Source: an optimization exercise on an open RTL-to-GDS flow (aim: small area). Production flows keep margins and buffers that such runs may drop. Only simulation tests tie the RTL to the original design; equivalence was not proved. Power and IR drop assume default switching activity.

==> flow/design.v <==
`timescale 1ns / 1ps
module mm_deb (
    input  clk,
    input  rst,
    input  smp,
    input  b,
    output o
);
    reg [3:0] n;
    reg e;
    wire full = n[3];
    always @(posedge clk) begin
        if (rst) n <= 4'd0;
        else if (smp) n <= b ? (full ? n : n + 4'd1) : 4'd0;
    end
    always @(posedge clk) begin
        if (rst) e <= 1'b0;
        else e <= ~full;
    end
    assign o = ~e & ~full;
endmodule
module mm_dp (
    input clk,
    input rst,
    input run,
    input clear,
    input bs,
    input bm,
    input bh,
    input init12,
    output reg [3:0] m1,
    output reg [3:0] m0,
    output reg [2:0] s1,
    output reg [3:0] s0,
    output reg [2:0] n1,
    output reg [3:0] n0,
    output reg [1:0] h1,
    output reg [3:0] h0,
    output reg t100
);
    reg [8:0] c;
    always @(posedge clk) begin
        if (rst) begin
            c <= 9'd0;
            t100 <= 1'b0;
        end else if (run) begin
            if (c == 9'd33) begin
                c <= 9'd0;
                t100 <= 1'b1;
            end else begin
                c <= {c[7:0], ~(c[8] ^ c[4])};
                t100 <= 1'b0;
            end
        end else if (clear) begin
            c <= 9'd0;
            t100 <= 1'b0;
        end else begin
            t100 <= 1'b0;
        end
    end
    wire mw = (m1 == 4'd9) && (m0 == 4'd9);
    wire sw = (s1 == 3'd5) && (s0 == 4'd9);
    wire nw = (n1 == 3'd5) && (n0 == 4'd9);
    wire hw = (h1 == 2'd2) && (h0 == 4'd3);
    reg dt, dl, t1s, t1m, t1h;
    wire is = t1s | (~clear & bs);
    wire im = t1m | (~clear & bm);
    wire ih = t1h | (~clear & bh);
    always @(posedge clk) begin
        if (rst) begin
            dt <= 1'b0; dl <= 1'b0;
            t1s <= 1'b0; t1m <= 1'b0; t1h <= 1'b0;
        end else if (!dt) begin
            dt <= 1'b1;
            dl <= 1'b1;
        end else begin
            dl <= 1'b0;
            if (dl) begin
                t1s <= 1'b0; t1m <= 1'b0; t1h <= 1'b0;
            end else begin
                t1s <= t100 & mw;
                t1m <= is & sw;
                t1h <= im & nw;
            end
        end
    end
    always @(posedge clk or posedge rst) begin
        if (rst) begin
            m1 <= 4'd0; m0 <= 4'd0; s1 <= 3'd0; s0 <= 4'd0;
            n1 <= 3'd0; n0 <= 4'd0; h1 <= 2'd0; h0 <= 4'd0;
        end else if (dt) begin
            if (dl) begin
                m1 <= 4'd0; m0 <= 4'd0; s1 <= 3'd0; s0 <= 4'd0;
                n1 <= 3'd0; n0 <= 4'd0;
                h1 <= init12 ? 2'd1 : 2'd0;
                h0 <= init12 ? 4'd2 : 4'd0;
            end else begin
                if (t100) begin
                    if (m0 == 4'd9) begin
                        m0 <= 4'd0;
                        m1 <= (m1 == 4'd9) ? 4'd0 : m1 + 4'd1;
                    end else m0 <= m0 + 4'd1;
                end else if (clear) begin
                    m1 <= 4'd0; m0 <= 4'd0;
                end
                if (is) begin
                    if (s0 == 4'd9) begin
                        s0 <= 4'd0;
                        s1 <= (s1 == 3'd5) ? 3'd0 : s1 + 3'd1;
                    end else s0 <= s0 + 4'd1;
                end else if (clear) begin
                    s1 <= 3'd0; s0 <= 4'd0;
                end
                if (im) begin
                    if (n0 == 4'd9) begin
                        n0 <= 4'd0;
                        n1 <= (n1 == 3'd5) ? 3'd0 : n1 + 3'd1;
                    end else n0 <= n0 + 4'd1;
                end else if (clear) begin
                    n1 <= 3'd0; n0 <= 4'd0;
                end
                if (ih) begin
                    if (hw) begin
                        h1 <= 2'd0; h0 <= 4'd0;
                    end else if (h0 == 4'd9) begin
                        h0 <= 4'd0;
                        h1 <= h1 + 2'd1;
                    end else h0 <= h0 + 4'd1;
                end else if (clear) begin
                    h1 <= 2'd0; h0 <= 4'd0;
                end
            end
        end
    end
endmodule
module top (
    input clk,
    input rst,
    input rx,
    input [3:0] sw_mode,
    input btn_L, btn_R, btn_D, btn_U,
    input echo,
    input dht_in,
    output dht_oe,
    output dht_drv,
    output trig,
    output tx,
    output [3:0] fndCom,
    output [7:0] fndFont
);
    wire sw1 = sw_mode[1];
    reg t50;
    reg [2:0] scan;
    always @(posedge clk or posedge rst) begin
        if (rst) scan <= 3'd0;
        else if (t50) scan <= scan + 3'd1;
    end
    reg [1:0] c4;
    reg [3:0] c10;
    reg [2:0] m5;
    reg tus, tms;
    always @(posedge clk) begin
        if (rst) begin
            c4 <= 2'd0; c10 <= 4'd0; m5 <= 3'd0; tus <= 1'b0; tms <= 1'b0; t50 <= 1'b0;
        end else begin
            c4 <= c4 + 2'd1;
            tus <= (c4 == 2'd3);
            tms <= (c4 == 2'd3) && (c10 == 4'd9);
            t50 <= (m5 == 3'd1 && c10 == 4'd3 && c4 == 2'd1) ||
                   (m5 == 3'd2 && c10 == 4'd14 && c4 == 2'd3) ||
                   (m5 == 3'd3 && c10 == 4'd6 && c4 == 2'd1) ||
                   (m5 == 3'd4 && c10 == 4'd9 && c4 == 2'd3);
            if (c4 == 2'd3 && c10 == 4'd9) m5 <= (m5 == 3'd4) ? 3'd0 : m5 + 3'd1;
            if (c4 == 2'd3) c10 <= (c10 == 4'd9) ? 4'd0 : {c10[2:0], ~(c10[3] ^ c10[2])};
        end
    end
    reg [1:0] bc;
    reg bt;
    always @(posedge clk) begin
        if (rst) begin
            bc <= 2'd0; bt <= 1'b0;
        end else if (bc == 2'd2) begin
            bc <= 2'd0; bt <= 1'b1;
        end else begin
            bc <= bc + 2'd1; bt <= 1'b0;
        end
    end
    wire pL, pR, pD, pU;
    mm_deb dL (.clk(clk), .rst(rst), .smp(t50), .b(btn_L), .o(pL));
    mm_deb dR (.clk(clk), .rst(rst), .smp(t50), .b(btn_R), .o(pR));
    mm_deb dD (.clk(clk), .rst(rst), .smp(t50), .b(btn_D), .o(pD));
    mm_deb dU (.clk(clk), .rst(rst), .smp(t50), .b(btn_U), .o(pU));
    reg rxv;                 
    wire [7:0] rxb;          
    wire [7:0] cu = rxb & 8'hdf;
    reg rxv_d;
    always @(posedge clk) begin
        if (rst) rxv_d <= 1'b0;
        else rxv_d <= rxv;
    end
    wire u_run   = rxv_d && (cu == "R");
    wire u_clear = rxv_d && (cu == "C");
    wire u_hour  = rxv_d && (cu == "H");
    wire u_min   = rxv_d && (cu == "M");
    wire u_sec   = rxv_d && (cu == "S");
    wire u_mode  = rxv_d && (cu == "X");
    reg rep;                 
    always @(posedge clk) begin
        if (rst) rep <= 1'b0;
        else if (u_mode) rep <= ~rep;
    end
    reg [1:0] swst;          
    wire i_run = pL | u_run;
    wire i_clr = pR | u_clear;
    always @(posedge clk) begin
        if (rst) swst <= 2'd0;
        else case (swst)
            2'd0: if (i_run) swst <= 2'd1; else if (i_clr) swst <= 2'd2;
            2'd1: if (i_run) swst <= 2'd0;
            2'd2: if (i_clr) swst <= 2'd0;
            default: ;
        endcase
    end
    wire [3:0] wm1, wm0, wn0, ws0, wh0, sm1, sm0, sn0, ss0, sh0;
    wire [2:0] ws1, wn1, ss1, sn1;
    wire [1:0] wh1, sh1;
    wire t100w, t100s;
    mm_dp u_w (
        .clk(clk), .rst(rst & sw1), .run(1'b1), .clear(1'b0),
        .bs((pU | u_sec) & sw1), .bm((pD | u_min) & sw1), .bh((pL | u_hour) & sw1),
        .init12(sw1),
        .m1(wm1), .m0(wm0), .s1(ws1), .s0(ws0), .n1(wn1), .n0(wn0), .h1(wh1), .h0(wh0),
        .t100(t100w));
    mm_dp u_s (
        .clk(clk), .rst(rst & ~sw1), .run((swst == 2'd1) & ~sw1), .clear((swst == 2'd2) & ~sw1),
        .bs(1'b0), .bm(1'b0), .bh(1'b0), .init12(1'b0),
        .m1(sm1), .m0(sm0), .s1(ss1), .s0(ss0), .n1(sn1), .n0(sn0), .h1(sh1), .h0(sh0),
        .t100(t100s));
    wire [3:0] dm1 = sw1 ? wm1 : sm1;
    wire [3:0] dm0 = sw1 ? wm0 : sm0;
    wire [2:0] ds1 = sw1 ? ws1 : ss1;
    wire [3:0] ds0 = sw1 ? ws0 : ss0;
    wire [2:0] dn1 = sw1 ? wn1 : sn1;
    wire [3:0] dn0 = sw1 ? wn0 : sn0;
    wire [1:0] dh1 = sw1 ? wh1 : sh1;
    wire [3:0] dh0 = sw1 ? wh0 : sh0;
    reg [2:0] ust;
    reg trig_r;
    reg [11:0] uw;           
    wire [11:0] uw_nx = {uw[10:0], ~(uw[11] ^ uw[5] ^ uw[3] ^ uw[0])};
    reg [5:0] er;
    reg [2:0] q2;
    reg [3:0] q1, q0;
    wire e_top = (q2 == 3'd5) && (q1 == 4'd6) && (q0 == 4'd4) && (er == 6'd55);   
    always @(posedge clk) begin
        if (rst) begin
            ust <= 3'd0; uw <= 12'd0;
        end else begin
            case (ust)
                3'd0: begin
                    uw <= 12'd0;
                    if (sw_mode[2]) ust <= 3'd1;
                end
                3'd1: if (tus) ust <= 3'd2;
                3'd2: begin
                    if (uw == 12'd3753) begin
                        ust <= 3'd3; uw <= 12'd0;
                    end else if (tus) uw <= uw_nx;
                end
                3'd3: begin
                    if (echo) begin
                        ust <= 3'd4;
                    end else if (uw == 12'd1861) begin
                        ust <= 3'd0; uw <= 12'd0;
                    end else if (tus) uw <= uw_nx;
                end
                3'd4: begin
                    if (!echo) ust <= 3'd5;
                end
                3'd5: if (tus) ust <= 3'd6;
                3'd6: begin
                    if (uw == 12'd518) ust <= 3'd0;
                    else if (tus) uw <= uw_nx;
                end
                default: ;
            endcase
        end
    end
    always @(posedge clk or posedge rst) begin
        if (rst) trig_r <= 1'b0;
        else if (ust == 3'd2) trig_r <= 1'b1;
        else if (ust == 3'd3) trig_r <= 1'b0;
    end
    wire e_clr = (ust == 3'd3) && (echo || uw == 12'd1861);
    wire e_inc = (ust == 3'd4) && echo && tus;
    always @(posedge clk or posedge rst) begin
        if (rst) begin
            er <= 6'd0; q2 <= 3'd0; q1 <= 4'd0; q0 <= 4'd0;
        end else if (e_clr || (e_inc && e_top)) begin
            er <= 6'd0; q2 <= 3'd0; q1 <= 4'd0; q0 <= 4'd0;
        end else if (e_inc) begin
            if (er == 6'd57) begin
                er <= 6'd0;
                if (q0 == 4'd9) begin
                    q0 <= 4'd0;
                    if (q1 == 4'd9) begin
                        q1 <= 4'd0; q2 <= q2 + 3'd1;
                    end else q1 <= q1 + 4'd1;
                end else q0 <= q0 + 4'd1;
            end else er <= er + 6'd1;
        end
    end
    assign trig = trig_r;
    wire big = (q2 > 3'd4) ||
               (q2 == 3'd4 && (q1 > 4'd1 ||
               (q1 == 4'd1 && (q0 > 4'd3 ||
               (q0 == 4'd3 && er > 6'd46)))));
    wire [3:0] dd2 = big ? 4'd5 : {1'b0, q2};
    wire [3:0] dd1 = big ? 4'd1 : q1;
    wire [3:0] dd0 = big ? 4'd1 : q0;
    wire ge256 = (q2 > 3'd2) || (q2 == 3'd2 && (q1 > 4'd5 || (q1 == 4'd5 && q0 >= 4'd6)));
    wire b0 = (q0 < 4'd6);
    wire [3:0] s0 = b0 ? q0 + 4'd4 : q0 - 4'd6;
    wire b1 = (q1 < 4'd5) || (q1 == 4'd5 && b0);
    wire [3:0] s1 = q1 + (b1 ? 4'd5 : 4'd11) - {3'd0, b0};
    wire [2:0] s2 = q2 - 3'd2 - {2'd0, b1};
    wire [3:0] ld2 = big ? 4'd2 : ge256 ? {1'b0, s2} : {1'b0, q2};
    wire [3:0] ld1 = big ? 4'd5 : ge256 ? s1 : q1;
    wire [3:0] ld0 = big ? 4'd5 : ge256 ? s0 : q0;
    reg [3:0] dst;
    reg r_mcu, io_oe, o_tout, done_r;
    reg [7:0] dcnt;          
    reg [5:0] rcv;           
    reg [1:0] tst;           
    reg [8:0] t10;
    reg go_idle;
    wire start_dht = (dst == 4'd1) & ~io_oe;    
    wire bitv = dcnt[6:0] > 7'd40;
    reg [7:0] db;            
    wire [7:0] dbc = {db[6:0], bitv};
    reg [7:0] dsum;          
    reg [3:0] st_h1, st_h0, st_t1, st_t0;
    reg [1:0] st_hm, st_tm;
    function [7:0] bcd2x(input [7:0] v, input b);
        reg [2:0] o5, t5;
        begin
            o5 = (v[3:0] >= 4'd5) ? v[2:0] - 3'd5 : v[2:0];
            t5 = (v[7:4] >= 4'd5) ? v[6:4] - 3'd5 : v[6:4];
            bcd2x = {t5, v[3:0] >= 4'd5, o5, b};
        end
    endfunction
    wire first_bit = (rcv[2:0] == 3'd0);
    wire [7:0] nx_h = bcd2x(first_bit ? 8'd0 : {st_h1, st_h0}, bitv);
    wire [7:0] nx_t = bcd2x(first_bit ? 8'd0 : {st_t1, st_t0}, bitv);
    wire [1:0] d100 = (dbc >= 8'd200) ? 2'd2 : (dbc >= 8'd100) ? 2'd1 : 2'd0;
    wire byte_end = (dst == 4'd7) && (rcv[2:0] == 3'd7);
    always @(posedge clk) begin
        if (dst == 4'd7) db <= dbc;
        if (dst == 4'd7 && rcv[5:3] == 3'd0) {st_h1, st_h0} <= nx_h;
        if (dst == 4'd7 && rcv[5:3] == 3'd2) {st_t1, st_t0} <= nx_t;
        if (byte_end) begin
            if (!rcv[5]) dsum <= (rcv[4:3] == 2'd0 ? 8'd0 : dsum) + dbc;
            if (rcv[5:3] == 3'd1) st_hm <= d100;
            if (rcv[5:3] == 3'd3) st_tm <= d100;
        end
    end
    always @(posedge clk) begin
        if (rst) begin
            dst <= 4'd0; dcnt <= 8'd0; rcv <= 6'd0;
            o_tout <= 1'b0; done_r <= 1'b0;
        end else begin
            done_r <= 1'b0;
            case (dst)
                4'd0: begin
                    dcnt <= 8'd0; rcv <= 6'd0;
                    if (sw_mode[3]) begin
                        dst <= 4'd1; o_tout <= 1'b0;
                    end
                end
                4'd1: begin
                    if (tms) begin
                        if (dcnt == 8'd17) begin
                            dcnt <= 8'd0; dst <= 4'd2;
                        end else dcnt <= dcnt + 8'd1;
                    end
                end
                4'd2: begin
                    if (tus) begin
                        if (dcnt == 8'd29) begin
                            dst <= 4'd3; dcnt <= 8'd0;
                        end else dcnt <= dcnt + 8'd1;
                    end
                end
                4'd3: if (tus & ~dht_in) dst <= 4'd4;
                4'd4: if (tus & dht_in) dst <= 4'd5;
                4'd5: if (tus & ~dht_in) dst <= 4'd6;
                4'd6: begin
                    if (tus) begin
                        if (dht_in) begin
                            dst <= 4'd8; dcnt <= 8'd0;
                        end else if (dcnt == 8'd149) begin
                            dst <= 4'd0; dcnt <= 8'd0; o_tout <= 1'b1;
                        end else dcnt <= dcnt + 8'd1;
                    end
                end
                4'd8: begin
                    if (tus) begin
                        if (!dht_in) dst <= 4'd7;
                        else if (dcnt == 8'd149) begin
                            dst <= 4'd0; dcnt <= 8'd0; o_tout <= 1'b1;
                        end else dcnt <= dcnt + 8'd1;
                    end
                end
                4'd7: begin
                    dcnt <= 8'd0;
                    if (rcv == 6'd39) begin
                        rcv <= 6'd0; dst <= 4'd9;
                    end else begin
                        rcv <= rcv + 6'd1; dst <= 4'd6;
                    end
                end
                4'd9: if (~dht_in & tus) begin
                    dst <= 4'd10; done_r <= 1'b1;
                end
                4'd10: if (go_idle) dst <= 4'd0;
                default: ;
            endcase
        end
    end
    always @(posedge clk) begin
        if (rst) begin
            tst <= 2'd0; t10 <= 9'd0; go_idle <= 1'b0;
        end else case (tst)
            2'd0: begin
                go_idle <= 1'b0;
                if (start_dht) tst <= 2'd1;
            end
            2'd1: begin
                if (tms) begin
                    if (t10 == 9'd33) begin          
                        t10 <= 9'd0; tst <= 2'd2;
                    end else t10 <= {t10[7:0], ~(t10[8] ^ t10[4])};
                end
                if (o_tout) tst <= 2'd0;
            end
            2'd2: begin
                go_idle <= 1'b1; tst <= 2'd0;
            end
            default: ;
        endcase
    end
    always @(posedge clk or posedge rst) begin
        if (rst) begin
            r_mcu <= 1'b1; io_oe <= 1'b0;
        end else case (dst)
            4'd0: r_mcu <= 1'b1;
            4'd1: begin r_mcu <= 1'b0; io_oe <= 1'b1; end
            4'd2: begin
                r_mcu <= 1'b1;
                if (tus && dcnt == 8'd29) io_oe <= 1'b0;
            end
            default: ;
        endcase
    end
    assign dht_oe = io_oe;
    assign dht_drv = r_mcu;
    reg [3:0] h1d, h0d, t1d, t0d;
    reg [1:0] hmd, tmd;
    reg derr;
    always @(posedge clk or posedge rst) begin
        if (rst) begin
            h1d <= 4'd0; h0d <= 4'd0; t1d <= 4'd0; t0d <= 4'd0;
            hmd <= 2'd0; tmd <= 2'd0; derr <= 1'b0;
        end else if (done_r) begin
            h1d <= st_h1; h0d <= st_h0; t1d <= st_t1; t0d <= st_t0;
            hmd <= st_hm; tmd <= st_tm; derr <= (db != dsum);
        end
    end
    wire dht_bad = derr | o_tout;
    reg [1:0] rs;
    reg [3:0] rc;
    reg [2:0] rdc;
    reg rdone;
    reg [7:0] rbuf;
    always @(posedge clk) begin
        if (rs == 2'd2 && bt && rc == 4'd15) rbuf <= {rx, rbuf[7:1]};
    end
    assign rxb = rbuf;
    always @(posedge clk) begin
        if (rst) begin
            rs <= 2'd0; rc <= 4'd0; rdc <= 3'd0; rdone <= 1'b0; rxv <= 1'b0;
        end else begin
            rdone <= 1'b0;
            rxv <= rdone;
            case (rs)
                2'd0: if (!rx) rs <= 2'd1;
                2'd1: if (bt) begin
                    if (rc == 4'd7) begin
                        rc <= 4'd0; rs <= 2'd2;
                    end else rc <= rc + 4'd1;
                end
                2'd2: if (bt) begin
                    if (rc == 4'd15) begin
                        rc <= 4'd0;
                        rdc <= rdc + 3'd1;
                        if (rdc == 3'd7) rs <= 2'd3;
                    end else rc <= rc + 4'd1;
                end
                2'd3: if (bt) begin
                    if (rc == 4'd15) begin
                        rdone <= 1'b1; rc <= 4'd0; rs <= 2'd0;
                    end else rc <= rc + 4'd1;
                end
            endcase
        end
    end
    reg [3:0] selT, selD;
    reg [4:0] selH;
    reg tick_d;
    always @(posedge clk) begin
        if (rst) begin
            selT <= 4'd0; selD <= 4'd0; selH <= 5'd0; tick_d <= 1'b0;
        end else begin
            tick_d <= t100w;
            if (t100w) begin
                selT <= (selT == 4'd11) ? 4'd0 : selT + 4'd1;
                selD <= (selD == 4'd10) ? 4'd0 : selD + 4'd1;
                selH <= (selH == 5'd24) ? 5'd0 : selH + 5'd1;
            end
        end
    end
    wire mD = (sw_mode[3:1] == 3'b010);
    wire mH = (sw_mode[3:1] == 3'b100);
    reg isdig;
    reg [3:0] rdig;
    reg [7:0] rcst;
    always @(*) begin
        isdig = 1'b0;
        rdig = 4'd0;
        rcst = 8'h00;
        if (mD) begin
            case (selD)
                4'd1: rcst = "S";
                4'd2: rcst = "T";
                4'd3: rcst = ":";
                4'd4: rcst = " ";
                4'd5: begin isdig = 1'b1; rdig = ld2; end
                4'd6: begin isdig = 1'b1; rdig = ld1; end
                4'd7: begin isdig = 1'b1; rdig = ld0; end
                4'd8: rcst = "c";
                4'd9: rcst = "m";
                4'd10: rcst = 8'h0a;
                default: rcst = "D";
            endcase
        end else if (mH) begin
            case (selH)
                5'd1: rcst = 8'h65;
                5'd2: rcst = 8'h6d;
                5'd3: rcst = 8'h70;
                5'd4: rcst = 8'h3a;
                5'd5: rcst = 8'h20;
                5'd6: begin isdig = 1'b1; rdig = t1d; end
                5'd7: begin isdig = 1'b1; rdig = t0d; end
                5'd8: rcst = 8'h2e;
                5'd9: begin isdig = 1'b1; rdig = {2'b0, tmd}; end
                5'd10: rcst = 8'h20;
                5'd11: rcst = 8'h68;
                5'd12: rcst = 8'h75;
                5'd13: rcst = 8'h6d;
                5'd14: rcst = 8'h69;
                5'd15: rcst = 8'h3a;
                5'd16: rcst = 8'h20;
                5'd17: begin isdig = 1'b1; rdig = h1d; end
                5'd18: begin isdig = 1'b1; rdig = h0d; end
                5'd19: rcst = 8'h2e;
                5'd20: begin isdig = 1'b1; rdig = {2'b0, hmd}; end
                5'd21: rcst = 8'h09;
                5'd22: rcst = dht_bad ? 8'h58 : 8'h4f;
                5'd23: rcst = dht_bad ? 8'h58 : 8'h4b;
                5'd24: rcst = 8'h0a;
                default: rcst = 8'h74;
            endcase
        end else begin
            case (selT)
                4'd1: rcst = sw1 ? "L" : "W";
                4'd2: rcst = 8'h20;
                4'd3: begin isdig = 1'b1; rdig = {2'b0, dh1}; end
                4'd4: begin isdig = 1'b1; rdig = dh0; end
                4'd5: rcst = 8'h3a;
                4'd6: begin isdig = 1'b1; rdig = {1'b0, dn1}; end
                4'd7: begin isdig = 1'b1; rdig = dn0; end
                4'd8: rcst = 8'h3a;
                4'd9: begin isdig = 1'b1; rdig = {1'b0, ds1}; end
                4'd10: begin isdig = 1'b1; rdig = ds0; end
                4'd11: rcst = 8'h0a;
                default: rcst = sw1 ? "C" : "S";
            endcase
        end
    end
    wire [7:0] rep_ch = isdig ? {4'h3, rdig} : rcst;
    reg [7:0] fm0, fm1, fm2, fm3;
    reg [1:0] wp, rp;
    reg txd;                 
    wire f_empty = (wp == rp);
    wire f_re = ~txd & ~f_empty;
    wire f_we = rep ? t100w : rxv;
    wire [7:0] f_wd = rep ? rep_ch : rxb;
    reg [7:0] f_head;
    always @(*) begin
        case (rp)
            2'd0: f_head = fm0;
            2'd1: f_head = fm1;
            2'd2: f_head = fm2;
            default: f_head = fm3;
        endcase
    end
    wire [7:0] f_out = f_re ? f_head : 8'h00;
    always @(posedge clk) begin
        if (f_we) begin
            case (wp)
                2'd0: fm0 <= f_wd;
                2'd1: fm1 <= f_wd;
                2'd2: fm2 <= f_wd;
                default: fm3 <= f_wd;
            endcase
        end
    end
    always @(posedge clk) begin
        if (rst) begin
            wp <= 2'd0; rp <= 2'd0;
        end else begin
            if (f_we) wp <= wp + 2'd1;
            if (f_re) rp <= rp + 2'd1;
        end
    end
    wire tx_start = rep ? (f_re & tick_d) : ~f_empty;
    reg [2:0] ts;
    reg txr;
    reg [2:0] tbc;
    reg [3:0] ttc;
    reg [7:0] tdat;
    always @(posedge clk) begin
        if (ts == 3'd0 && tx_start) tdat <= f_out;
    end
    always @(posedge clk) begin
        if (rst) begin
            ts <= 3'd0; txd <= 1'b0; tbc <= 3'd0; ttc <= 4'd0;
        end else case (ts)
            3'd0: begin
                txd <= 1'b0;
                if (tx_start) ts <= 3'd1;
            end
            3'd1: if (bt) ts <= 3'd2;
            3'd2: begin
                txd <= 1'b1;
                if (bt) begin
                    if (ttc == 4'd15) begin
                        tbc <= 3'd0; ttc <= 4'd0; ts <= 3'd3;
                    end else ttc <= ttc + 4'd1;
                end
            end
            3'd3: begin
                if (bt) begin
                    if (ttc == 4'd15) begin
                        ttc <= 4'd0;
                        if (tbc == 3'd7) ts <= 3'd4;
                        else tbc <= tbc + 3'd1;
                    end else ttc <= ttc + 4'd1;
                end
            end
            3'd4: begin
                if (bt) begin
                    if (ttc == 4'd15) begin
                        ts <= 3'd0; ttc <= 4'd0;
                    end else ttc <= ttc + 4'd1;
                end
            end
            default: ;
        endcase
    end
    always @(posedge clk or posedge rst) begin
        if (rst) txr <= 1'b1;
        else case (ts)
            3'd0, 3'd4: txr <= 1'b1;
            3'd2: txr <= 1'b0;
            3'd3: txr <= tdat[tbc];
            default: ;
        endcase
    end
    assign tx = txr;
    wire dot = (dm1 >= 4'd5);
    wire [7:0] dotp = dot ? 8'h7f : 8'hff;
    reg sdig;
    reg [3:0] sv;
    reg [7:0] spat;
    always @(*) begin
        sdig = 1'b0;
        sv = 4'd0;
        spat = 8'hff;
        case ({sw_mode[3:2], sw_mode[0]})
            3'b001: case (scan)
                3'd0: begin sdig = 1'b1; sv = dn0; end
                3'd1: begin sdig = 1'b1; sv = {1'b0, dn1}; end
                3'd2: begin sdig = 1'b1; sv = dh0; end
                3'd3: begin sdig = 1'b1; sv = {2'b0, dh1}; end
                3'd6: spat = dotp;
                default: ;
            endcase
            3'b010: case (scan)
                3'd0: begin sdig = 1'b1; sv = dd0; end
                3'd1: begin sdig = 1'b1; sv = dd1; end
                3'd2: begin sdig = 1'b1; sv = dd2; end
                3'd3: spat = 8'ha1;
                3'd7: spat = 8'h7f;
                default: ;
            endcase
            3'b100: case (scan)
                3'd0: begin sdig = 1'b1; sv = {2'b0, tmd}; end
                3'd1: begin sdig = 1'b1; sv = t0d; end
                3'd2: begin sdig = 1'b1; sv = t1d; end
                3'd3: spat = 8'h87;
                3'd5: spat = 8'h7f;
                default: ;
            endcase
            3'b101: case (scan)
                3'd0: begin sdig = 1'b1; sv = {2'b0, hmd}; end
                3'd1: begin sdig = 1'b1; sv = h0d; end
                3'd2: begin sdig = 1'b1; sv = h1d; end
                3'd3: spat = 8'h89;
                3'd5: spat = 8'h7f;
                default: ;
            endcase
            default: case (scan)
                3'd0: begin sdig = 1'b1; sv = dm0; end
                3'd1: begin sdig = 1'b1; sv = dm1; end
                3'd2: begin sdig = 1'b1; sv = ds0; end
                3'd3: begin sdig = 1'b1; sv = {1'b0, ds1}; end
                3'd6: spat = dotp;
                default: ;
            endcase
        endcase
    end
    reg [7:0] seg;
    always @(*) begin
        case (sv)
            4'd0: seg = 8'hc0;
            4'd1: seg = 8'hf9;
            4'd2: seg = 8'ha4;
            4'd3: seg = 8'hb0;
            4'd4: seg = 8'h99;
            4'd5: seg = 8'h92;
            4'd6: seg = 8'h82;
            4'd7: seg = 8'hf8;
            4'd8: seg = 8'h80;
            default: seg = 8'h90;
        endcase
        if (!sdig) seg = spat;
    end
    assign fndFont = seg;
    assign fndCom = ~(4'b0001 << scan[1:0]);
endmodule
==> flow/flow/run.sh <==
#!/bin/bash
# Standard synthesis, then the combinational logic between the (untouched) registers is
# re-mapped by ABC with an area-oriented script; then the standard layout steps.
set -euo pipefail
W=$(pwd)
R=$W/orfs/results/$FLOW_PLATFORM/top/base
L=$W/orfs/logs/$FLOW_PLATFORM/top/base
LIB=$FLOW_HOME/platforms/$FLOW_PLATFORM/lib/sky130_fd_sc_hd__tt_025C_1v80.lib

bash standard.sh synth > $W/std_synth.log 2>&1

yosys -p "read_liberty -ignore_miss_func $LIB; write_verilog -noattr $W/cells_all.v" > $W/cells.log 2>&1
python3 $W/flow/comb.py $W/cells_all.v $W/comb_cells.v
DU=$(grep -o -- '-dont_use [A-Za-z0-9_]*' $L/1_2_yosys.log | sort -u | tr '\n' ' ')
cp $R/1_2_yosys.v $W/std_1_2_yosys.v
yosys -p "read_liberty -lib $LIB; read_verilog $W/std_1_2_yosys.v; hierarchy -top $FLOW_TOP; \
  techmap -map $W/comb_cells.v; techmap; opt -purge; \
  abc -liberty $LIB $DU -script $W/flow/resyn.abc; \
  splitnets; opt_clean -purge; \
  hilomap -singleton -hicell sky130_fd_sc_hd__conb_1 HI -locell sky130_fd_sc_hd__conb_1 LO; \
  insbuf -buf sky130_fd_sc_hd__buf_4 A X; opt_clean -purge; \
  stat -liberty $LIB; write_verilog -noattr -nohex -nodec $W/resyn.v" > $W/resyn.log 2>&1
cp $W/resyn.v $R/1_2_yosys.v
rm -f $R/1_synth.odb $R/1_synth.sdc
# Small port buffers; a clock tree of clkbuf_8 buffers without dummy loads.

export BUFFER_PORTS_ARGS="-buffer_cell sky130_fd_sc_hd__buf_2"
export CTS_ARGS="-sink_clustering_enable -repair_clock_nets -dont_use_dummy_load -buf_list sky130_fd_sc_hd__clkbuf_8"
bash standard.sh > $W/std_finish.log 2>&1
==> flow/flow/comb.py <==
# Keep the combinational cell models (no state) from a Yosys dump of the liberty file,
# to map the standard synthesis's gates back to logic for re-mapping.
import re, sys
s = open(sys.argv[1]).read()
keep = [b for b, n in re.findall(r'(module (\S+?)\(.*?endmodule)', s, re.S)
        if 'always' not in b and ' reg ' not in b]
open(sys.argv[2], 'w').write('\n\n'.join(keep) + '\n')
==> flow/flow/resyn.abc <==
strash
ifraig
dc2
dch -f
amap
mfs2 -a
strash
dc2
dch -f
amap
mfs2 -a
strash
dc2
dch -f
amap
mfs2 -a
strash
dch -f
amap
mfs2 -a
strash
dch -f
amap
topo
==> flow/standard.sh <==
#!/bin/bash
# synth_recipe.tcl (not shown) runs the flow's synth.tcl, then flattens the netlist and writes it again
# the make line also repeats each setting of config.mk as NAME=value (left out here)
make -C /OpenROAD-flow-scripts/flow DESIGN_CONFIG=/design/flow/config.mk WORK_HOME=/design/flow/orfs CLKGATE_MAP_FILE= SYNTH_SCRIPT=/design/flow/synth_recipe.tcl "${@:-finish}"
==> flow/config.mk <==
export PLATFORM = sky130hd
export DESIGN_NAME = top
export DESIGN_NICKNAME = top
export VERILOG_FILES = /design/flow/design.v
export SDC_FILE = /design/flow/constraint.sdc
export NUM_CORES = 4
export LEC_CHECK = 0
export CAP_MARGIN = 20
export CORE_MARGIN = 2
export CORE_UTILIZATION = 40
export SLEW_MARGIN = 20
==> flow/constraint.sdc <==
create_clock -name core_clock -period 110.0 [get_ports {clk}]
set_input_delay 22.0000 -clock core_clock [delete_from_list [all_inputs] [get_ports {clk}]]
set_output_delay 22.0000 -clock core_clock [all_outputs]
set_load 0.01 [all_outputs]
==> reports/results.ini, run 1 <==
[status]
status = timing/DRC/antenna clean

[floorplanning]
io_pins = 29
core-area_mm2 = 0.0400
die_area_mm2 = 0.0424
rows = 73
start_util_pct = 40.7
die_w_um = 206
fp.dieH_um = 206

[global_routing]
grt_max_degree = 74
grt_pass1_wl_um = 71700
track_usage_pct = 21.0
first_global_vias = 14100
grt_overflow_total = 0
antenna_found_initial = 0

[sta]
rsz0062_at_grt = false
slew_viol_final = 0
tightest_slew_ps = 1010
fmax_ghz = 0.0208
finalCriticalPeriod_ps = 48040
hold_violations = 0
slew_headroom_pct = 32.0
setup_tns_ps = 0
fin_worst_skew_ps = 63.5
fin_crit_sh_pct = 43.7
fin_ws_ps = 61960
setup_viol = 0

[power]
power_frac_seq_pct = 50.7
p_sw_share_pct = 31.7
power_density_mw_per_mm2 = 16.7
internal_power_uw = 204
p_switching_uw = 94.6
pwr-share-comb_pct = 18.2
peakVddDrop_uv = 9.81
p_leak_uw = 0.00616
clockPowerShare_pct = 31.1

[route]
dr.first_iter.drc_count = 1053
route.vias.total = 14500
postRouteAntennaNets = 0
totalWireLength_um = 43500
avgViaCountPerCell = 5.63
drt_pre_antenna_iters = 6
drc = 0
routedWlPerCell_um = 16.9

[critical_path]
critPathSlowestCell = clkinv_1
critical_path_depth = 11
cp_max_fo = 35
reg2reg_from = q0[2]
r2r_end = fm1[3]
r2r_cells = 17
rrSetupSlack_ps = 106450
start_kind = primary input
cp_top_family = buffers and inverters
crit_type = in -> out
arrival_ps = 26040
worstPathCellList = buf_2 > clkinv_1 > o22ai_1 > o22ai_1 > a21oi_1 > a21oi_1 > nor4_1 > clkinv_1 > or3_1 > o21ai_0 > buf_2
critPathBufInv = 4
end_kind = output port
slowest_delay_ps = 1010
worstPathRequired_ps = 88000

[cts]
htree_levels = 2
insertion_delay_ps = 660
clock-sinks = 341
cts-resized-gates = 0
cts_buffers = 58
ctsRootBufferMaster = clkbuf_8
hold_buffers = 0
ctsLongestPathBuffers = 3
cts_tree = built
clk_pin_slew_ps = 60
postCtsSetupBuffers = 0

[layout]
final_cell_mix = 453 x nor2_1, 264 x clkinv_1, 156 x dfxtp_1
post-route-util_pct = 44.6
fillers = 3944
final_layout_size_suffix_gt1_share_pct = 4.73
multi_input_area_mm2 = 0.00704
seq_area_mm2 = 0.00818
final_common_cell = nor2_1
syn_to_final_growth_pct = 9.61
nets = 2066
layout.cells.non_filler = 2577
fin_area_mm2 = 0.0179

[place]
place_area_mm2 = 0.0171
portBuffers = 28
pre_cts_ws_ps = 62140
place.gp.congestion = 0.928
dp_cells = 2518
dp_hpwl_um = 31900

[min_path]
worstHoldEndpoint = rxv_d
hold_depth = 2
min_from = rxv
min_path_type = reg -> reg

[synthesis]
synthesis.nets = 1983
ys.warnings.count = 3
avgSynthCellArea_um2 = 8.27
syn_inst = 1970
syn-cell-area_mm2 = 0.0163

[job]
cap_violations = 0

==> per-layer routing <==
layer	part of all wire [%]	vias to the layer above	routed length (um)	global-route usage [%]
li1	-	7220	-	-
met1	46	6793	20000	27.7
met2	45	394	19700	34.2
met3	5.8	97	2510	4.09
met4	3.2	0	1380	8.27
met5	0	-	0	0
==> power groups by stage <==
stage	registers [uW]	clock network [uW]	logic [uW]
after detailed placement	153	0	53.8
after global routing	153	101	61.4
after global placement	154	0	53.2
after floorplan	149	0	41.1
after CTS	151	96.3	54.0
final	151	92.9	54.4
==> per-stage QoR <==
stage	hold WS, ps	power (uW)
floorplan	398	190
global placement	413	207
detailed placement	410	207
CTS	427	301
global route	443	315
finish	424	299
==> final cells by class <==
| class | count | share of cell area [%] |
|---|---|---|
| Clock buffer | 58 | 4.47 |
| Antenna cell | 1 | 0.0140 |
| Inverter | 265 | 5.57 |
| Multi-Input combinational cell | 1352 | 39.4 |
| Timing Repair Buffer | 35 | 1.08 |
| Tap cell | 525 | 3.68 |
| Sequential cell | 341 | 45.8 |
==> state kept, by name, indices dropped and copies added, names as in the netlist, 9 cells and up <==
register / flops
uw: 12
u_w.c: 9
t10: 9
u_s.c: 9
==> worst max-delay path by stage <==
stage,endpoint,slack [ps],startpoint
floorplan,fndFont[5],63640,sw_mode[1]
global placement,fndFont[2],62310,sw_mode[1]
detailed placement,fndFont[2],62140,sw_mode[1]
CTS,fndFont[2],62140,sw_mode[1]
global route,fndFont[3],61750,sw_mode[1]
finish,fndFont[6],61960,sw_mode[1]
==> worst reg2reg max path: stages, from the launching register on <==
cell and delay, ps:
dfrtp_1 430, clkinv_1 160, nor2_1 80, nor2_1 260, nor2_1 90, nor2_1 170
nor2_1 80, nor2_1 150, a21oi_1 110, nor2_1 430, nor2_1 80, o32a_1 300
nor2_1 90, o22ai_1 90, o311a_1 130, a311oi_1 280, nor2_1 110, a21oi_1 290
==> inputs of run 2 (changes only) <==
--- a/flow/flow/run.sh
+++ b/flow/flow/run.sh
@@ -24,6 +24,6 @@
 rm -f $R/1_synth.odb $R/1_synth.sdc
-# Small port buffers; a clock tree of clkbuf_8 buffers without dummy loads.
+# Small port buffers; a clock tree of clkbuf_8 buffers in clusters of up to 20, without dummy loads.
 
-export BUFFER_PORTS_ARGS="-buffer_cell sky130_fd_sc_hd__buf_2"
-export CTS_ARGS="-sink_clustering_enable -repair_clock_nets -dont_use_dummy_load -buf_list sky130_fd_sc_hd__clkbuf_8"
+export BUFFER_PORTS_ARGS="-buffer_cell sky130_fd_sc_hd__buf_1"
+export CTS_ARGS="-sink_clustering_enable -repair_clock_nets -dont_use_dummy_load -buf_list sky130_fd_sc_hd__clkbuf_8 -sink_clustering_size 20 -sink_clustering_max_diameter 60"
 bash standard.sh > $W/std_finish.log 2>&1
==> run 2 against run 1 <==
Worst setup slack improved by 180 ps; sequential power about the same; register-to-register slack about the same; hold slack got worse by 1.7 ps; synthesized cell count unchanged; critical path type unchanged; highest routed layer is now met5.
==> reports/results.ini, run 2 <==
[status]
status = timing/DRC/antenna clean

[layout]
final_layout_size_suffix_gt1_share_pct = 2.13  ; -2.6 points
top_register = uw
largest_register_ffs = 12  ; unchanged
final_common_cell = nor2_1
fin_area_mm2 = 0.0174  ; -2.3%
syn_to_final_growth_pct = 7.07
fillers = 4004  ; +1.5%
final_cell_mix = 453 x nor2_1, 263 x clkinv_1, 156 x dfxtp_1
n_antenna_cell = 0  ; -1
post-route-util_pct = 43.6  ; -1.0 points
nets = 2038  ; -1.4%

[global_routing]
met2_usage_pct = 32.7  ; -1.5 points
gr-max-usage-layer = met2
first_global_vias = 13600  ; -3.1%
antenna_found_initial = 1  ; +1
use_met1_pct = 27.0  ; -0.63 points
grt_overflow_total = 0  ; unchanged
grt_max_degree = 60  ; -19%
track_usage_pct = 20.3  ; -0.73 points
grt_use_met3_pct = 3.82  ; -0.27 points
grt_pass1_wl_um = 69700  ; -2.9%

[cts]
cts_buffers = 31  ; -47%
postCtsSetupBuffers = 0  ; unchanged
ctsRootBufferMaster = clkbuf_8
cts_tree = built
htree_levels = 1  ; -1
clk_pin_slew_ps = 80  ; +20 ps
hold_buffers = 0  ; unchanged
clock-sinks = 341  ; unchanged
insertion_delay_ps = 670  ; about the same
cts-resized-gates = 0  ; unchanged
ctsLongestPathBuffers = 3  ; unchanged

[sta]
fin_worst_hold_slack_ps = 422  ; -1.65 ps
rsz0062_at_grt = false
hold_violations = 0  ; unchanged
setup_tns_ps = 0  ; unchanged
slew_headroom_pct = 33.2  ; +1.2 points
fin_worst_skew_ps = 91.3  ; +27.8 ps
fmax_ghz = 0.0209  ; +0.38%
fin_crit_sh_pct = 43.5  ; -0.17 points
tightest_slew_ps = 999  ; -14.8 ps
finalCriticalPeriod_ps = 47850  ; -183 ps
slew_viol_final = 0  ; unchanged
setup_viol = 0  ; unchanged

[job]
cap_violations = 0  ; unchanged

[critical_path]
end_kind = output port
cp_top_family = buffers and inverters
worstPathCellList = buf_1 > buf_4 > clkinv_1 > o22ai_1 > o22ai_1 > a21oi_1 > a21oi_1 > nor4_1 > clkinv_1 > or3_1 > o21ai_0 > buf_1
reg2reg_from = q0[2]
r2r_end = fm0[3]
critPathSlowestCell = clkinv_1
r2r_cells = 17  ; unchanged
worstPathRequired_ps = 88000  ; about the same
arrival_ps = 25850  ; -190 ps
start_kind = primary input
cp_max_fo = 35  ; unchanged
rrSetupSlack_ps = 106460  ; about the same
crit_type = in -> out
critPathBufInv = 5  ; +1
slowest_delay_ps = 870  ; -140 ps

[route]
route.vias.total = 14400  ; -0.69%
routedWlPerCell_um = 16.8  ; -0.78%
dr.first_iter.drc_count = 1229  ; +17%
postRouteAntennaNets = 0  ; unchanged
drt_pre_antenna_iters = 5  ; -1
drc = 0  ; unchanged
avgViaCountPerCell = 5.65  ; +0.44%
totalWireLength_um = 42700  ; -1.9%

[synthesis]
avgSynthCellArea_um2 = 8.27  ; unchanged
syn_inst = 1970  ; unchanged
ys.warnings.count = 3  ; unchanged
synthesis.nets = 1983  ; unchanged
syn-cell-area_mm2 = 0.0163  ; unchanged

[floorplanning]
die_w_um = 206  ; unchanged
io_pins = 29  ; unchanged
die_area_mm2 = 0.0424  ; unchanged
fp.dieH_um = 206  ; unchanged
rows = 73  ; unchanged
core-area_mm2 = 0.0400  ; unchanged
start_util_pct = 40.7  ; unchanged

[power]
pwr-share-comb_pct = 19.9  ; +1.7 points
p_sw_share_pct = 32.6  ; +0.92 points
clockPowerShare_pct = 24.1  ; -7.0 points
p_leak_uw = 0.00590  ; -4.3%
peakVddDrop_uv = 11.3  ; +15%
total_power_uw = 270  ; -9.5%
p_switching_uw = 88.1  ; -6.9%
internal_power_uw = 182  ; -11%
power_density_mw_per_mm2 = 15.5  ; -7.4%
power_frac_seq_pct = 56.0  ; +5.3 points

[min_path]
hold_depth = 2  ; unchanged
min_path_type = reg -> reg
worstHoldEndpoint = u_w.c[2]
min_from = u_w.c[1]

[place]
dp_hpwl_um = 31700  ; -0.62%
place_area_mm2 = 0.0170  ; -0.24%
portBuffers = 28  ; unchanged
place.gp.congestion = 0.934  ; +0.59%

[run 2: how the worst max path moves through the flow]
stage / from / end / cells past startpoint
floorplan: sw_mode[1] / fndFont[5] / 11
global placement: sw_mode[1] / fndFont[6] / 12
detailed placement: sw_mode[1] / fndFont[6] / 12
CTS: sw_mode[1] / fndFont[6] / 12
global route: sw_mode[1] / fndFont[6] / 12
finish: sw_mode[1] / fndFont[6] / 12
[run 2: per-layer routing]
layer / routed length, um / part of all wire [%]
met2: 19100 / 45
met4: 1730 / 4.0
met3: 2480 / 5.8
met5: 15 / 0.035
met1: 19400 / 45
[run 2: per-stage QoR]
step | instances | worst slack, ps
global placement | 2517 | 62490
CTS | 2548 | 62320
finish | 2548 | 62150
floorplan | 1970 | 63640
global route | 2548 | 61830
detailed placement | 2517 | 62310
[run 2: worst register-to-register path: cells and delay by family (launching register included)]
kind                   cells  cell delay [ps]
AO/OA/AOI/OAI              6             1180
buffers and inverters      1              150
flip-flops                 1              450
AND/OR/NAND/NOR           10             1550
[run 2: power by group through the flow]
stage                     registers [uW]  logic [uW]  clock network [uW]
after CTS                            151        53.6                68.3
after floorplan                      149        41.1                   0
after detailed placement             153        53.5                   0
final                                151        53.9                65.0
after global placement               154        52.7                   0
after global routing                 152        61.1                72.7
[run 2: area by class of cell]
cell class	instances	area, um^2	area share (%)
clock buffer	31	427	2.45
inverter	265	996	5.71
multi-input combinational	1352	7040	40.3
sequential	341	8180	46.9
tap	525	657	3.77
timing repair buffer	34	151	0.868
==> inputs of run 3 (changes only) <==
==> flow/flow/run.sh (replaced) <==
#!/bin/bash
# Standard synthesis; then the combinational logic between the (untouched) registers is
# re-mapped by ABC with area-oriented scripts (the smallest result is kept); then the
# standard layout steps, with small port buffers and a clock tree of clkbuf_8 buffers
# without dummy loads.
set -euo pipefail
W=$(pwd)
R=$W/orfs/results/$FLOW_PLATFORM/top/base
L=$W/orfs/logs/$FLOW_PLATFORM/top/base
LIB=$FLOW_HOME/platforms/$FLOW_PLATFORM/lib/sky130_fd_sc_hd__tt_025C_1v80.lib

bash standard.sh synth > $W/std_synth.log 2>&1

yosys -p "read_liberty -ignore_miss_func $LIB; write_verilog -noattr $W/cells_all.v" > $W/cells.log 2>&1
python3 $W/flow/comb.py $W/cells_all.v $W/comb_cells.v
DU=$(grep -o -- '-dont_use [A-Za-z0-9_]*' $L/1_2_yosys.log | sort -u | tr '\n' ' ')
cp $R/1_2_yosys.v $W/std_1_2_yosys.v

resyn() {
  yosys -p "read_liberty -lib $LIB; read_verilog $W/std_1_2_yosys.v; hierarchy -top $FLOW_TOP; \
    techmap -map $W/comb_cells.v; techmap; opt -purge; \
    abc -liberty $LIB $DU -script $W/flow/resyn_$1.abc; \
    splitnets; opt_clean -purge; \
    hilomap -singleton -hicell sky130_fd_sc_hd__conb_1 HI -locell sky130_fd_sc_hd__conb_1 LO; \
    insbuf -buf sky130_fd_sc_hd__buf_4 A X; opt_clean -purge; \
    stat -liberty $LIB; write_verilog -noattr -nohex -nodec $W/resyn_$1.v" > $W/resyn_$1.log 2>&1
}
resyn a & resyn b & resyn c & wait
best=""; besta=""
for k in a b c; do
  a=$(grep "Chip area for module" $W/resyn_$k.log | tail -1 | awk '{print $NF}')
  echo "resyn $k: $a" >> $W/resyn_pick.log
  if [[ -n "$a" ]] && { [[ -z "$besta" ]] || python3 -c "import sys; sys.exit(0 if float('$a') < float('$besta') else 1)"; }; then
    best=$k; besta=$a
  fi
done
echo "picked $best ($besta)" >> $W/resyn_pick.log
cp $W/resyn_$best.v $R/1_2_yosys.v
rm -f $R/1_synth.odb $R/1_synth.sdc

export BUFFER_PORTS_ARGS="-buffer_cell sky130_fd_sc_hd__buf_1"
export CTS_ARGS="-sink_clustering_enable -repair_clock_nets -dont_use_dummy_load -buf_list sky130_fd_sc_hd__clkbuf_8 -sink_clustering_size 16 -sink_clustering_max_diameter 60"
bash standard.sh > $W/std_finish.log 2>&1
==> flow/flow/resyn_a.abc (new file) <==
strash
ifraig
dc2
dch -f
amap
mfs2 -a
strash
dc2
dch -f
amap
mfs2 -a
strash
dc2
dch -f
amap
mfs2 -a
strash
dch -f
amap
mfs2 -a
strash
dch -f
amap
topo
==> flow/flow/resyn_b.abc (new file) <==
strash
ifraig
dc2
&get -n
&deepsyn -T 240
&put
dch -f
amap
mfs2 -a
strash
dc2
dch -f
amap
mfs2 -a
strash
dc2
dch -f
amap
mfs2 -a
strash
dch -f
amap
topo
==> flow/flow/resyn_c.abc (new file) <==
strash
ifraig
dc2
dch -f
amap
mfs2 -a
strash
dc2
dch -f
amap
mfs2 -a
strash
dch -f
amap
topo
removed: flow/flow/resyn.abc
==> run 3 against run 2 <==
Still clean on timing, DRC and antenna; clock skew shrank 23 ps; count of clock-buffer cells in the layout increased by 3; routed wire length is 2.8% lower; fmax decreased by 0.41%; synthesized area down 3.5%; sequential share of layout area is 1.4 points higher; clock power grew 4.9%; worst setup slack got worse by 200 ps; power decreased by 4.6%; critical path type unchanged; largest power group unchanged.
==> reports/results.ini, run 3 <==
[sta]
rsz0062_at_grt = false
fin_ws_ps = 61950  ; -198 ps
fmax_ghz = 0.0208  ; -0.41%
fin_worst_skew_ps = 68.5  ; -22.8 ps
hold_violations = 0  ; unchanged
slew_viol_final = 0  ; unchanged
tightest_slew_ps = 1070  ; +74.3 ps
slew_headroom_pct = 27.9  ; -5.3 points
finalCriticalPeriod_ps = 48050  ; +198 ps
setup_viol = 0  ; unchanged
fin_crit_sh_pct = 43.7  ; +0.18 points
setup_tns_ps = 0  ; unchanged

[place]
place_area_mm2 = 0.0165  ; -3.2%
pre_cts_ws_ps = 62050  ; -260 ps
dp_cells = 2393  ; -4.9%
portBuffers = 28  ; unchanged
place.gp.congestion = 0.916  ; -1.9%
dp_hpwl_um = 30800  ; -3.1%

[global_routing]
track_usage_pct = 20.4  ; +0.066 points
first_global_vias = 12800  ; -6.0%
antenna_found_initial = 0  ; -1
grt_overflow_total = 0  ; unchanged
grt_pass1_wl_um = 67000  ; -3.8%
grt_max_degree = 56  ; -6.7%

[route]
totalWireLength_um = 41500  ; -2.8%
avgViaCountPerCell = 5.60  ; -0.89%
drc = 0  ; unchanged
dr.first_iter.drc_count = 1122  ; -8.7%
route.vias.total = 13600  ; -5.6%
drt_pre_antenna_iters = 5  ; unchanged
drt-met1-wl_um = 19100  ; -1.4%
wl_met3_um = 2310  ; -6.9%
routedWlPerCell_um = 17.1  ; +2.0%
top_layer = met4
postRouteAntennaNets = 0  ; unchanged
dr_wl_met2_um = 18300  ; -4.3%

[floorplanning]
die_area_mm2 = 0.0409  ; -3.5%
rows = 72  ; -1.4%
fp.dieH_um = 202  ; -1.8%
die_w_um = 202  ; -1.8%
core-area_mm2 = 0.0387  ; -3.2%
start_util_pct = 40.6  ; -0.16 points
io_pins = 29  ; unchanged

[synthesis]
syn-cell-area_mm2 = 0.0157  ; -3.5%
avgSynthCellArea_um2 = 8.50  ; +2.8%
ys.warnings.count = 3  ; unchanged
synthesis.nets = 1861  ; -6.2%
syn_inst = 1848  ; -6.2%

[cts]
postCtsSetupBuffers = 0  ; unchanged
ctsRootBufferMaster = clkbuf_8
cts-resized-gates = 0  ; unchanged
clock-sinks = 341  ; unchanged
clk_pin_slew_ps = 90  ; about the same
hold_buffers = 0  ; unchanged
cts_tree = built
cts_buffers = 34  ; +9.7%
insertion_delay_ps = 590  ; -80 ps
htree_levels = 2  ; +1
ctsLongestPathBuffers = 3  ; unchanged

[critical_path]
end_kind = output port
arrival_ps = 26050  ; +200 ps
reg2reg_from = dcnt[2]
slowest_delay_ps = 960  ; +90 ps
crit_start = sw_mode[1]
worstPathRequired_ps = 88000  ; about the same
start_kind = primary input
cp_max_fo = 38  ; +8.6%
critPathSlowestCell = clkinv_1
crit_type = in -> out
worstPathCellList = clkbuf_2 > clkinv_1 > o22ai_1 > nor2_1 > a2111oi_0 > o22a_1 > o221ai_1 > or3_1 > o21ai_0 > buf_1

[min_path]
min_from = u_w.c[2]
min_path_type = reg -> reg

[layout]
post-route-util_pct = 43.7  ; +0.14 points
final_layout_size_suffix_gt1_share_pct = 2.83  ; +0.70 points
nets = 1924  ; -5.6%
n_antenna_cell = 0  ; unchanged
syn_to_final_growth_pct = 7.82
largest_register_ffs = 12  ; unchanged
fin_area_mm2 = 0.0169  ; -2.9%
top_register = uw
layout.cells.non_filler = 2427  ; -4.7%
fillers = 3897  ; -2.7%
final_cell_mix = 380 x nor2_1, 254 x clkinv_1, 156 x dfxtp_1
final_common_cell = nor2_1

[job]
cap_violations = 0  ; unchanged

[power]
p_leak_uw = 0.00582  ; -1.3%
power_density_mw_per_mm2 = 15.2  ; -1.8%
peakVddDrop_uv = 8.62  ; -24%

[status]
status = timing/DRC/antenna clean

==> run 3: where the power goes <==
group / total [uW] / switching, uW / internal [uW] / leakage (uW)
Sequential: 144 / 7.77 / 137 / 0.00335
Clock: 68.2 / 40.7 / 27.6 / 0.000244
Combinational: 45.4 / 30.2 / 15.2 / 0.00223
Total: 258 / 78.6 / 179 / 0.00582
==> run 3: area by class of cell <==
type | instances | area [um^2] | area share (%)
sequential | 341 | 8180 | 48.3
timing repair buffer | 39 | 188 | 1.11
clock buffer | 34 | 468 | 2.76
multi-input combinational | 1239 | 6500 | 38.4
inverter | 256 | 961 | 5.67
tap | 518 | 648 | 3.83
==> run 3: path summary, 6_finish.rpt <==
| kind | endpoint | slack, ps | cells after the start |
|---|---|---|---|
| worst min register to register | u_w.c[3] | 420 | 2 |
| worst max register to register | dsum[7] | 106060 | 18 |
| worst max-delay path | fndFont[6] | 61950 | 10 |
| min in group asynchronous | txr | 21860 | 3 |
| worst min-delay path | u_w.c[3] | 420 | 2 |
| max in group asynchronous | u_w.m0[2] | 86490 | 5 |
==> run 3: worst max-delay path, delay by kind of cell <==
kind,cells,cell delay (ps)
compound gates,5,1670
simple gates,2,560
buf+inv,3,1790
==> run 3: metrics by stage <==
stage | total power, uW | hold slack (ps)
final | 258 | 419
after global routing | 272 | 436
after CTS | 260 | 421
after detailed placement | 192 | 414
after global placement | 191 | 412
after floorplan | 177 | 403
==> run 3: per-layer routing <==
metal	vias to the layer above	GRT usage (%)
li1	6717	-
met5	-	0
met1	6373	27.5
met2	395	31.9
met3	113	3.45
met4	0	9.65
==> inputs of run 4 (changes only) <==
--- a/flow/design.v
+++ b/flow/design.v
@@ -86,3 +86,3 @@
     end
-    always @(posedge clk or posedge rst) begin
+    always @(posedge clk) begin
         if (rst) begin
@@ -153,3 +153,3 @@
     reg [2:0] scan;
-    always @(posedge clk or posedge rst) begin
+    always @(posedge clk) begin
         if (rst) scan <= 3'd0;
@@ -295,3 +295,3 @@
     wire e_inc = (ust == 3'd4) && echo && tus;
-    always @(posedge clk or posedge rst) begin
+    always @(posedge clk) begin
         if (rst) begin
@@ -452,11 +452,14 @@
     always @(posedge clk or posedge rst) begin
-        if (rst) begin
-            r_mcu <= 1'b1; io_oe <= 1'b0;
-        end else case (dst)
-            4'd0: r_mcu <= 1'b1;
-            4'd1: begin r_mcu <= 1'b0; io_oe <= 1'b1; end
-            4'd2: begin
-                r_mcu <= 1'b1;
-                if (tus && dcnt == 8'd29) io_oe <= 1'b0;
-            end
+        if (rst) io_oe <= 1'b0;
+        else case (dst)
+            4'd1: io_oe <= 1'b1;
+            4'd2: if (tus && dcnt == 8'd29) io_oe <= 1'b0;
+            default: ;
+        endcase
+    end
+    always @(posedge clk) begin
+        if (rst) r_mcu <= 1'b1;
+        else case (dst)
+            4'd0, 4'd2: r_mcu <= 1'b1;
+            4'd1: r_mcu <= 1'b0;
             default: ;
@@ -469,3 +472,3 @@
     reg derr;
-    always @(posedge clk or posedge rst) begin
+    always @(posedge clk) begin
         if (rst) begin
@@ -758,4 +761,4 @@
     end
-    assign fndFont = seg;
-    assign fndCom = ~(4'b0001 << scan[1:0]);
+    assign fndFont = rst ? 8'hc0 : seg;
+    assign fndCom = rst ? 4'b1110 : ~(4'b0001 << scan[1:0]);
 endmodule
--- a/flow/flow/run.sh
+++ b/flow/flow/run.sh
@@ -24,8 +24,8 @@
     hilomap -singleton -hicell sky130_fd_sc_hd__conb_1 HI -locell sky130_fd_sc_hd__conb_1 LO; \
-    insbuf -buf sky130_fd_sc_hd__buf_4 A X; opt_clean -purge; \
+    insbuf -buf sky130_fd_sc_hd__buf_1 A X; opt_clean -purge; \
     stat -liberty $LIB; write_verilog -noattr -nohex -nodec $W/resyn_$1.v" > $W/resyn_$1.log 2>&1
 }
-resyn a & resyn b & resyn c & wait
+resyn a & resyn b & resyn c & resyn d & wait
 best=""; besta=""
-for k in a b c; do
+for k in a b c d; do
   a=$(grep "Chip area for module" $W/resyn_$k.log | tail -1 | awk '{print $NF}')
==> flow/flow/resyn_c.abc (replaced) <==
strash
ifraig
dc2
&get -n
&deepsyn -T 240 -S 1
&put
dch -f
amap
mfs2 -a
strash
dc2
dch -f
amap
mfs2 -a
strash
dc2
dch -f
amap
mfs2 -a
strash
dch -f
amap
topo
==> flow/flow/resyn_d.abc (new file) <==
strash
ifraig
dc2
&get -n
&deepsyn -T 240 -S 2
&put
dch -f
amap
mfs2 -a
strash
dc2
dch -f
amap
mfs2 -a
strash
dc2
dch -f
amap
mfs2 -a
strash
dch -f
amap
topo
==> run 4 against run 3 <==
Register-to-register slack got worse by 340 ps; final cell count fell by 1.2%; design area fell by 3.1%; power fell by 10%; highest routed layer is now met5; fmax fell by 0.12%; worst setup slack got worse by 57 ps; synthesized area fell by 3.3%; synthesized cell count fell by 0.97%; hold slack improved by 4.0 ps; global-route usage rose by 0.51 points; critical endpoint is now fndFont[0]; combinational power fell by 34%; critical path type unchanged; die area fell by 3.2%.
==> reports/results.ini, run 4 <==
[global_routing]
track_usage_pct = 20.9  ; +0.51 points
grt_pass1_wl_um = 65800  ; -1.8%
first_global_vias = 12600  ; -1.7%
antenna_found_initial = 1  ; +1
grt_max_degree = 45  ; -20%
grt_overflow_total = 0  ; unchanged

[synthesis]
syn_inst = 1830  ; -0.97%
syn-cell-area_mm2 = 0.0152  ; -3.3%
ys.warnings.count = 3  ; unchanged
avgSynthCellArea_um2 = 8.30  ; -2.4%
synthesis.nets = 1843  ; -0.97%

[power]
power_density_mw_per_mm2 = 14.1  ; -7.5%
peakVddDrop_uv = 9.14  ; +6.0%
total_power_uw = 231  ; -10%
p_leak_uw = 0.00513  ; -12%

[critical_path]
worstPathCellList = clkbuf_2 > buf_4 > clkinv_1 > o22ai_1 > o21ai_0 > a211oi_1 > o21ai_0 > a311oi_1 > nor2_1 > clkinv_1 > nor2_1 > nor4_1 > a211oi_1 > and3_1 > a21oi_1 > o21ai_0 > buf_1
cp_max_fo = 34  ; -11%
crit_start = sw_mode[1]
r2r_cells = 14  ; -4
cp_common_cell = o21ai_0
crit_type = in -> out
worstPathRequired_ps = 88000  ; about the same
arrival_ps = 26110  ; +60 ps
reg2reg_from = q0[2]
start_kind = primary input
end_kind = output port
critPathSlowestCell = clkinv_1
slowest_delay_ps = 780  ; -180 ps

[route]
drc = 0  ; unchanged
postRouteAntennaNets = 0  ; unchanged
dr.first_iter.drc_count = 1132  ; +0.89%
totalWireLength_um = 41100  ; -1.1%
route.vias.total = 13400  ; -1.3%
drt_pre_antenna_iters = 6  ; +1
routedWlPerCell_um = 17.1  ; about the same
avgViaCountPerCell = 5.60  ; -0.10%

[sta]
hold_violations = 0  ; unchanged
fmax_ghz = 0.0208  ; -0.12%
fin_ws_ps = 61890  ; -56.9 ps
fin_crit_sh_pct = 43.7  ; +0.052 points
rsz0062_at_grt = false
setup_tns_ps = 0  ; unchanged
setup_viol = 0  ; unchanged
fin_worst_hold_slack_ps = 423  ; +4.01 ps
slew_headroom_pct = 28.9  ; +0.99 points
slew_viol_final = 0  ; unchanged
tightest_slew_ps = 1060  ; -14.7 ps
finalCriticalPeriod_ps = 48110  ; +56.9 ps
fin_worst_skew_ps = 61.3  ; -7.18 ps

[layout]
final_common_cell = nor2_1
n_antenna_cell = 0  ; unchanged
fin_area_mm2 = 0.0164  ; -3.1%
nets = 1902  ; -1.1%
final_cell_mix = 354 x nor2_1, 254 x dfxtp_1, 237 x clkinv_1
largest_register_ffs = 12  ; unchanged
final_layout_size_suffix_gt1_share_pct = 2.65  ; -0.18 points
top_register = uw
syn_to_final_growth_pct = 8.08

[cts]
cts-resized-gates = 0  ; unchanged
postCtsSetupBuffers = 0  ; unchanged
clk_pin_slew_ps = 70  ; -20 ps
ctsLongestPathBuffers = 3  ; unchanged
insertion_delay_ps = 640  ; +50 ps
cts_tree = built
ctsRootBufferMaster = clkbuf_8
hold_buffers = 0  ; unchanged
cts_buffers = 31  ; -8.8%
clock-sinks = 341  ; unchanged
htree_levels = 1  ; -1

[job]
cap_violations = 0  ; unchanged

[place]
place.gp.congestion = 0.968  ; +5.8%
pre_cts_ws_ps = 62100  ; +50.9 ps
portBuffers = 28  ; unchanged
dp_hpwl_um = 31000  ; +0.78%
place_area_mm2 = 0.0160  ; -3.0%

[min_path]
min_path_type = reg -> reg
min_from = c4[0]
hold_depth = 1  ; -1

[status]
status = timing/DRC/antenna clean

[floorplanning]
io_pins = 29  ; unchanged
start_util_pct = 40.4  ; -0.13 points
die_w_um = 199  ; -1.6%
rows = 71  ; -1.4%
die_area_mm2 = 0.0396  ; -3.2%
fp.dieH_um = 199  ; -1.6%
core-area_mm2 = 0.0376  ; -3.0%

==> run 4: cell count changes in the layout (fill, tap and decap cells not counted), moves of 8 or more <==
cell / change
a32o_1: +15
dfxtp_1: +98
nor3_1: +8
clkinv_1: -17
o32ai_1: -10
nand2_1: -8
dfrtp_1: -97
nor2_1: -26
a22oi_1: +10
==> run 4: layer usage <==
metal	share of wire, %	vias up	track usage [%]
li1	-	6723	-
met1	45	6272	27.3
met2	46	349	34.6
met3	6.4	76	4.34
met4	2.8	2	6.55
met5	0.032	-	0
==> run 4: final cells by class <==
class / count / area, um^2
Fill cell: 3762 / 21200
Tap cell: 511 / 639
Inverter: 238 / 893
Clock buffer: 31 / 427
Timing Repair Buffer: 38 / 180
Sequential cell: 341 / 7680
Multi-Input combinational cell: 1239 / 6600
==> run 4: worst paths after layout <==
check / to / slack, ps
min reg2reg: c4[0] / 420
min in group asynchronous: trig_r / 22080
min: c4[0] / 420
max in group asynchronous: txr / 87130
max: fndFont[0] / 61890
max reg2reg: fm0[1] / 105720
==> run 4: metrics by stage <==
| stage | utilization, % | instances |
|---|---|---|
| final | 43.7 | 2398 |
| after global routing | 43.7 | 2398 |
| after detailed placement | 42.5 | 2367 |
| after floorplan | - | 1830 |
| after CTS | 43.6 | 2398 |
| after global placement | 42.5 | 2366 |
==> run 4: critical path, delay by kind of cell <==
kind,cells,cell delay [ps]
AOI/OAI and AO/OA,8,1850
buffers and inverters,5,1450
and+or+nand+nor,4,780
==> run 4: report_power, final <==
group / switching (uW) / internal, uW
Clock: 39.6 / 24.9
Combinational: 20.5 / 9.61
Sequential: 3.81 / 133
Total: 63.9 / 167

[re-timing with driven ports]
How much do the figures lean on ideal ports? The routed layouts below were timed once more, with nothing changed but the port constraints.
Step 1 sets driving cells, clkbuf_16 on the clock port and buf_2 on the other inputs (assumed; they add their load-dependent delay and slew).
Step 2 adds t to the input delays and takes it off the output delays; t is the mean of the earliest and latest rising clock arrival at the registers after step 1. Input paths then give back, and output paths get back, about the clock's delay inside the block.
a / b / c = ideal ports / drivers / drivers and shift; a / b = the first two.
| run | t (ns) | slack for setup (ns) | worst setup path after step 2 | latest minus earliest clock arrival (ns) | slew at the worst register clock pin (ns) |
|---|---|---|---|---|---|
| run 1 | 0.676 | 61.964 / 61.940 / 61.940 | input to output | 0.065 / 0.066 | 0.06 / 0.06 |
| run 2 | 0.664 | 62.146 / 62.123 / 62.123 | input to output | 0.096 / 0.097 | 0.12 / 0.12 |
| run 3 | 0.615 | 61.948 / 61.919 / 61.919 | input to output | 0.078 / 0.078 | 0.10 / 0.10 |
| run 4 | 0.663 | 61.892 / 61.801 / 61.801 | input to output | 0.067 / 0.067 | 0.10 / 0.10 |
After both steps setup and hold are still met in every run listed. The setup slack of run 4, which loses most, moves by -0.091 ns with the drivers and by -0.091 ns with both steps.
